Source: an optimization exercise on an open RTL-to-GDS flow (aim: small area). Production flows keep margins and buffers that such runs may drop.
Function was checked by simulation only, so behaviour that the tests miss may differ from the original.
No activity file was given, so power comes from the tool's default toggle rates.

Setup of build 79:
==> flow/design.v <==
module cal_fp(
    input clk,
    input rst,
    output logic [127:0] fp_data,
    output logic                fp_valid,
    input [511:0] din,
    input [127:0] din_valid,
    input  last
);
logic [3:0] nlo [128];
logic [3:0] nhi [128];
logic [127:0] nhit0, nhit1;    
logic [127:0] bank0, bank1, bank2;
logic [127:0] bank0_d, bank1_d, bank2_d, fp_d;
logic [2:0] wp;           
logic [2:0] rp;           
logic first;              
logic [4:0] v_p;          
logic [4:0] n_p;          
wire [2:0] cur = first ? {wp[1:0], wp[2]} : wp;
wire [2:0] we = last ? 3'b000 : cur;            
wire [2:0] keep = first ? ~we : 3'b111;         
wire [2:0] rs = n_p[4] ? rp : 3'b000;           
genvar gk, gb, gv, gh, gj;
generate
    for (gk = 0; gk < 128; gk++) begin : lane
        fp_lane u (.d(din[4*gk +: 4]), .v(din_valid[gk]), .nlo(nlo[gk]), .nhi(nhi[gk]));
    end
    for (gb = 0; gb < 8; gb++) begin : bucket
        for (gv = 0; gv < 16; gv++) begin : value
            for (gh = 0; gh < 2; gh++) begin : half
                logic [7:0] l, h;
                for (gj = 0; gj < 8; gj++) begin : input_j
                    assign l[gj] = nlo[16*gb + 8*gh + gj][gv % 4];
                    assign h[gj] = nhi[16*gb + 8*gh + gj][gv / 4];
                end
                if (gh == 0)
                    fp_half u (.nlo(l), .nhi(h), .nhit(nhit0[16*gb + gv]));
                else
                    fp_half u (.nlo(l), .nhi(h), .nhit(nhit1[16*gb + gv]));
            end
        end
    end
    for (gk = 0; gk < 128; gk++) begin : slice
        fp_slice u (
            .nhit0(nhit0[gk]), .nhit1(nhit1[gk]),
            .bank0(bank0[gk]), .bank1(bank1[gk]), .bank2(bank2[gk]),
            .we(we), .keep(keep), .rs(rs),
            .bank0_d(bank0_d[gk]), .bank1_d(bank1_d[gk]), .bank2_d(bank2_d[gk]), .fp_d(fp_d[gk])
        );
    end
endgenerate
always @(posedge clk) begin
    bank0 <= bank0_d;
    bank1 <= bank1_d;
    bank2 <= bank2_d;
    fp_data <= fp_d;
    if (rst) begin
        wp <= 3'b100;
        rp <= 3'b001;
        first <= 1'b1;
        v_p <= '0;
        n_p <= '0;
        fp_valid <= 1'b0;
    end else begin
        if (!last) wp <= cur;
        if (n_p[4]) rp <= {rp[1:0], rp[2]};
        first <= last;
        v_p <= {v_p[3:0], last};
        n_p <= {n_p[3:0], last & ~first};
        fp_valid <= v_p[4];
    end
end
endmodule
module fp_lane(
    input [3:0] d,
    input v,
    output logic [3:0] nlo,
    output logic [3:0] nhi
);
assign nlo[0] = d[1] | d[0];
assign nlo[1] = d[1] | ~d[0];
assign nlo[2] = ~d[1] | d[0];
assign nlo[3] = ~d[1] | ~d[0];
wire [3:2] dn;
fp_not u2 (.a(d[2]), .y(dn[2]));
fp_not u3 (.a(d[3]), .y(dn[3]));
assign nhi[0] = ~(v & dn[3] & dn[2]);
assign nhi[1] = ~(v & dn[3] & d[2]);
assign nhi[2] = ~(v & d[3] & dn[2]);
assign nhi[3] = ~(v & d[3] & d[2]);
endmodule
module fp_not(
    input a,
    output logic y
);
assign y = ~a;
endmodule
module fp_half(
    input [7:0] nlo,
    input [7:0] nhi,
    output logic nhit
);
assign nhit = ~|(~nlo & ~nhi);
endmodule
module fp_slice(
    input nhit0,
    input nhit1,
    input bank0,
    input bank1,
    input bank2,
    input [2:0] we,
    input [2:0] keep,
    input [2:0] rs,
    output logic bank0_d,
    output logic bank1_d,
    output logic bank2_d,
    output logic fp_d
);
wire hit = ~(nhit0 & nhit1);
assign bank0_d = (bank0 & keep[0]) | (hit & we[0]);
assign bank1_d = (bank1 & keep[1]) | (hit & we[1]);
assign bank2_d = (bank2 & keep[2]) | (hit & we[2]);
assign fp_d = (bank0 & rs[0]) | (bank1 & rs[1]) | (bank2 & rs[2]);
endmodule
Settings: LEC_CHECK=0, CAP_MARGIN=20, CORE_MARGIN=2, CORE_UTILIZATION=70, PLACE_DENSITY=0.8, SLEW_MARGIN=20, SYNTH_HIERARCHICAL=1; clock period 4.0 ns.
standard.sh (not shown) runs the stock make flow with config.mk's settings and CLKGATE_MAP_FILE= SYNTH_SCRIPT=/design/flow/synth_recipe.tcl, a recipe that flattens the netlist after the stock synthesis.
==> flow/flow/run.sh <==
#!/bin/bash
# The standard layout, with changes to how it is made:
# - after the standard synthesis, every combinational cell is swapped to the
#   drive-1 cell of the same function (flow/downsize.tcl); the later repair
#   steps upsize where timing, slew or capacitance need it;
# - ports are buffered with the smallest buffer (buf_1) instead of the one
#   buffer_ports picks;
# - clock tree synthesis clusters up to 15 flip-flops within 50 um under each
#   clkbuf_8 and inserts no dummy loads.
set -euo pipefail
export BUFFER_PORTS_ARGS="-buffer_cell sky130_fd_sc_hd__buf_1"
export CTS_ARGS="-sink_clustering_enable -sink_clustering_size 15 -sink_clustering_max_diameter 50 -repair_clock_nets -dont_use_dummy_load -buf_list {sky130_fd_sc_hd__clkbuf_8}"
bash standard.sh synth > standard_synth.log 2>&1
DS_ODB=orfs/results/$FLOW_PLATFORM/cal_fp/base/1_synth.odb \
  openroad -no_init -exit flow/downsize.tcl > downsize.log 2>&1
bash standard.sh > standard.log 2>&1
==> flow/flow/downsize.tcl <==
# Swap every combinational cell to the drive-1 cell of the same function
# (registers and clock cells are left alone); later repair steps upsize
# where timing or slew needs it.
set f $::env(DS_ODB)
read_db $f
set db [ord::get_db]
set block [ord::get_db_block]
set n 0
set before 0.0
set after 0.0
foreach inst [$block getInsts] {
  set master [$inst getMaster]
  set m [$master getName]
  if {[regexp {^(sky130_fd_sc_hd__([a-z0-9]+))_([0-9]+)$} $m -> base fn drive]} {
    if {$drive > 1 && ![regexp {^(df|sdf|edf|sedf|dl|sdl|clk|conb|tap|fill|decap|diode|lpflow|probe)} $fn]} {
      set new [$db findMaster ${base}_1]
      if {$new != "NULL"} {
        set a0 [expr {[$master getWidth] * [$master getHeight]}]
        set a1 [expr {[$new getWidth] * [$new getHeight]}]
        if {$a1 < $a0} {
          $inst swapMaster $new
          incr n
          set before [expr {$before + $a0 / 1e6}]
          set after [expr {$after + $a1 / 1e6}]
        }
      }
    }
  }
}
puts "downsize: swapped $n instances, area $before -> $after um2"
write_db $f
In the summary table, build 79 is marked failed, with error PPL-0024 raised in 3_2_place_iop.
The following lists how build 58 was set up differently from build 79:
- PLACE_DENSITY no longer set, was 0.8
- CORE_UTILIZATION now 40, was 70
- Status: post-synth net total parity (build 58, build 79)
- Build 58 | stages: all done | timing, DRC, antenna: all pass
- Lower overall die width goes to build 79 over build 58.
- Die span in y in build 58 vs build 79: up about 30%
- Summary of build 58 over build 79: initial core utilization has decreased; floorplan row count up 25; cell area after synthesis flat.
[inputs] build 85 vs build 58
- CORE_UTILIZATION now 60, was 40
- PLACE_DENSITY now 0.7, previously not set
Note that the clock-buffer cell count recorded for build 85 amounts to 0.830 times the value seen in build 58. Total routed wire length on the met1 layer: build 85 vs build 58 down 7900 um. Build 85 ends up with higher delay of the slowest critical-path stage than build 58 does. Looking at fmax, build 85 sits about 11% lower than build 58 does. For the final design area excluding fillers, build 85 came in about 1.4% lower than build 58 did. Lower area growth from synthesis to layout among build 58 and build 85: build 85. Global-route usage ends up lower on build 58. Changes observed in build 85 relative to build 58: fraction of the cycle the final worst path needs went up by 6.9 points, power share of the clock group moved down.
--- input diff build 85..build 20 ---
- PLACE_DENSITY no longer set, was 0.7
- CORE_UTILIZATION now 55, was 60
~same sequential share of layout area in build 20 and build 85. Build 85 → build 20: routed length on met1 rose 1.8%; starting density of the core has decreased; total power draw went down. Routed wire length: higher on build 85. Post-place instance area across build 20 and build 85: no real change. Build 20 went all the way through synthesis, placement and routing and the layout is clean on timing, DRC and antenna. Number of nets still failing antenna checks after routing: build 20 vs build 85 identical. Build 20 -> build 85: overall overflow remaining after global route delta 0, exact match. Critical path's largest stage delay (lower): build 85. Build 85 leaves less setup margin than build 20. Worst vdd rail ir drop in build 20 is 8.5% below build 85.

========
cal_fp, a different RTL version from the one above (not shown whole).
Size in the first run: about 4300 cells after synthesis, ~770 I/O pins.
Settings: LEC_CHECK=0, CAP_MARGIN=20, CORE_MARGIN=2, CORE_UTILIZATION=40, SLEW_MARGIN=20; clock period 4.0 ns.
Scripts as last shown in full above: flow/flow/run.sh, flow/flow/downsize.tcl
Next try:
==> flow/run.sh (new file) <==
#!/bin/bash
# synth_recipe.tcl (not shown) runs the flow's synth.tcl, then flattens the netlist and writes it again
# the make line also repeats each setting of config.mk as NAME=value (left out here)
make -C /OpenROAD-flow-scripts/flow DESIGN_CONFIG=/design/flow/config.mk WORK_HOME=/design/flow/orfs CLKGATE_MAP_FILE= SYNTH_SCRIPT=/design/flow/synth_recipe.tcl finish
removed: flow/flow/run.sh
removed: flow/flow/downsize.tcl
removed: flow/standard.sh
Sequential power hardly moves.
Setup slack got worse by 300 ps.
Clock power rose by about 80%.
Routed wire length hardly moves.
Critical path depth fell by 5.
Die area rose by about 0.75%.
Next try:
==> flow/flow/run.sh (new file) <==
#!/bin/bash
# The standard layout, with two changes to how it is made: ports are buffered
# with the smallest buffer (buf_1) instead of the one buffer_ports picks, and
# clock tree synthesis inserts no dummy loads.
set -euo pipefail
export BUFFER_PORTS_ARGS="-buffer_cell sky130_fd_sc_hd__buf_1"
export CTS_ARGS="-sink_clustering_enable -repair_clock_nets -dont_use_dummy_load"
bash standard.sh > standard.log 2>&1
==> flow/standard.sh (new file) <==
#!/bin/bash
# synth_recipe.tcl (not shown) runs the flow's synth.tcl, then flattens the netlist and writes it again
# the make line also repeats each setting of config.mk as NAME=value (left out here)
make -C /OpenROAD-flow-scripts/flow DESIGN_CONFIG=/design/flow/config.mk WORK_HOME=/design/flow/orfs CLKGATE_MAP_FILE= SYNTH_SCRIPT=/design/flow/synth_recipe.tcl "${@:-finish}"
removed: flow/run.sh
Sequential share of layout area rises by 3.4 points.
Clock-buffer cell count went down by 24.
Cell area shrinks by 12%.
Core utilization fell by 6.6 points.
Die area is unchanged.
Wire length came out lower by 2.6%.
Hold slack is worse by 5.8 ps.
Non-clock buffer count went down by 1.
Register-to-register slack got worse by 50 ps.
Global-route usage goes down by 1.2 points.
Next try:
==> flow/flow/run.sh (replaced) <==
#!/bin/bash
# The standard layout, with changes to how it is made: ports are buffered with
# the smallest buffer (buf_1) instead of the one buffer_ports picks, and clock
# tree synthesis builds the tree from clkbuf_4/clkbuf_8 and inserts no dummy
# loads.
set -euo pipefail
export BUFFER_PORTS_ARGS="-buffer_cell sky130_fd_sc_hd__buf_1"
export CTS_ARGS="-sink_clustering_enable -repair_clock_nets -dont_use_dummy_load -buf_list {sky130_fd_sc_hd__clkbuf_4 sky130_fd_sc_hd__clkbuf_8}"
bash standard.sh > standard.log 2>&1
Effect: Clock power drops by 9.2%; routed wire length barely changes; setup slack improved by 58 ps; synthesized area does not change; synthesized cell count stays the same; non-clock buffer count does not change; power drops by 2.5%; die area stays the same; global-route usage climbs by 0.16 points; sequential cell count stays the same; sequential power is about the same.

## what the ideal ports hide
The results above use ideal ports. As a check the final layouts listed here were re-extracted and re-timed, cells and wires unchanged. Step 1 assumes that a clkbuf_16 drives the clock port and a buf_2 every other input. Step 2 moves the port delays by t, midway between the first and last clock arrival at a register: inputs arrive t later, outputs are due t later. That takes back most of the time a late clock gives input paths. Slacks: no drivers / after step 1 / after step 2; pairs: no drivers / after step 1.
| run | shift t [ns] | setup WS [ns] | pins driven straight from the clock port |
|---|---|---|---|
| build 58 | 0.702 | 1.757 / 1.698 / 1.266 | 1 |
| build 85 | 0.658 | 1.480 / 1.480 / 0.871 | 1 |
| build 20 | 0.667 | 1.708 / 1.722 / 1.069 | 1 |
| the first run of note 2 | 0.680 | 1.821 / 1.804 / 1.124 | 1 |
| the second run of note 2 | 0.653 | 1.521 / 1.455 / 0.833 | 1 |
| the third run of note 2 | 0.641 | 1.763 / 1.745 / 1.104 | 1 |
| the fourth run of note 2 | 0.693 | 1.821 / 1.780 / 1.087 | 1 |
After both steps every run listed still meets setup and hold. For the fourth run of note 2, which loses most, drivers alone change the setup slack by -0.041 ns; drivers and shift together by -0.734 ns.
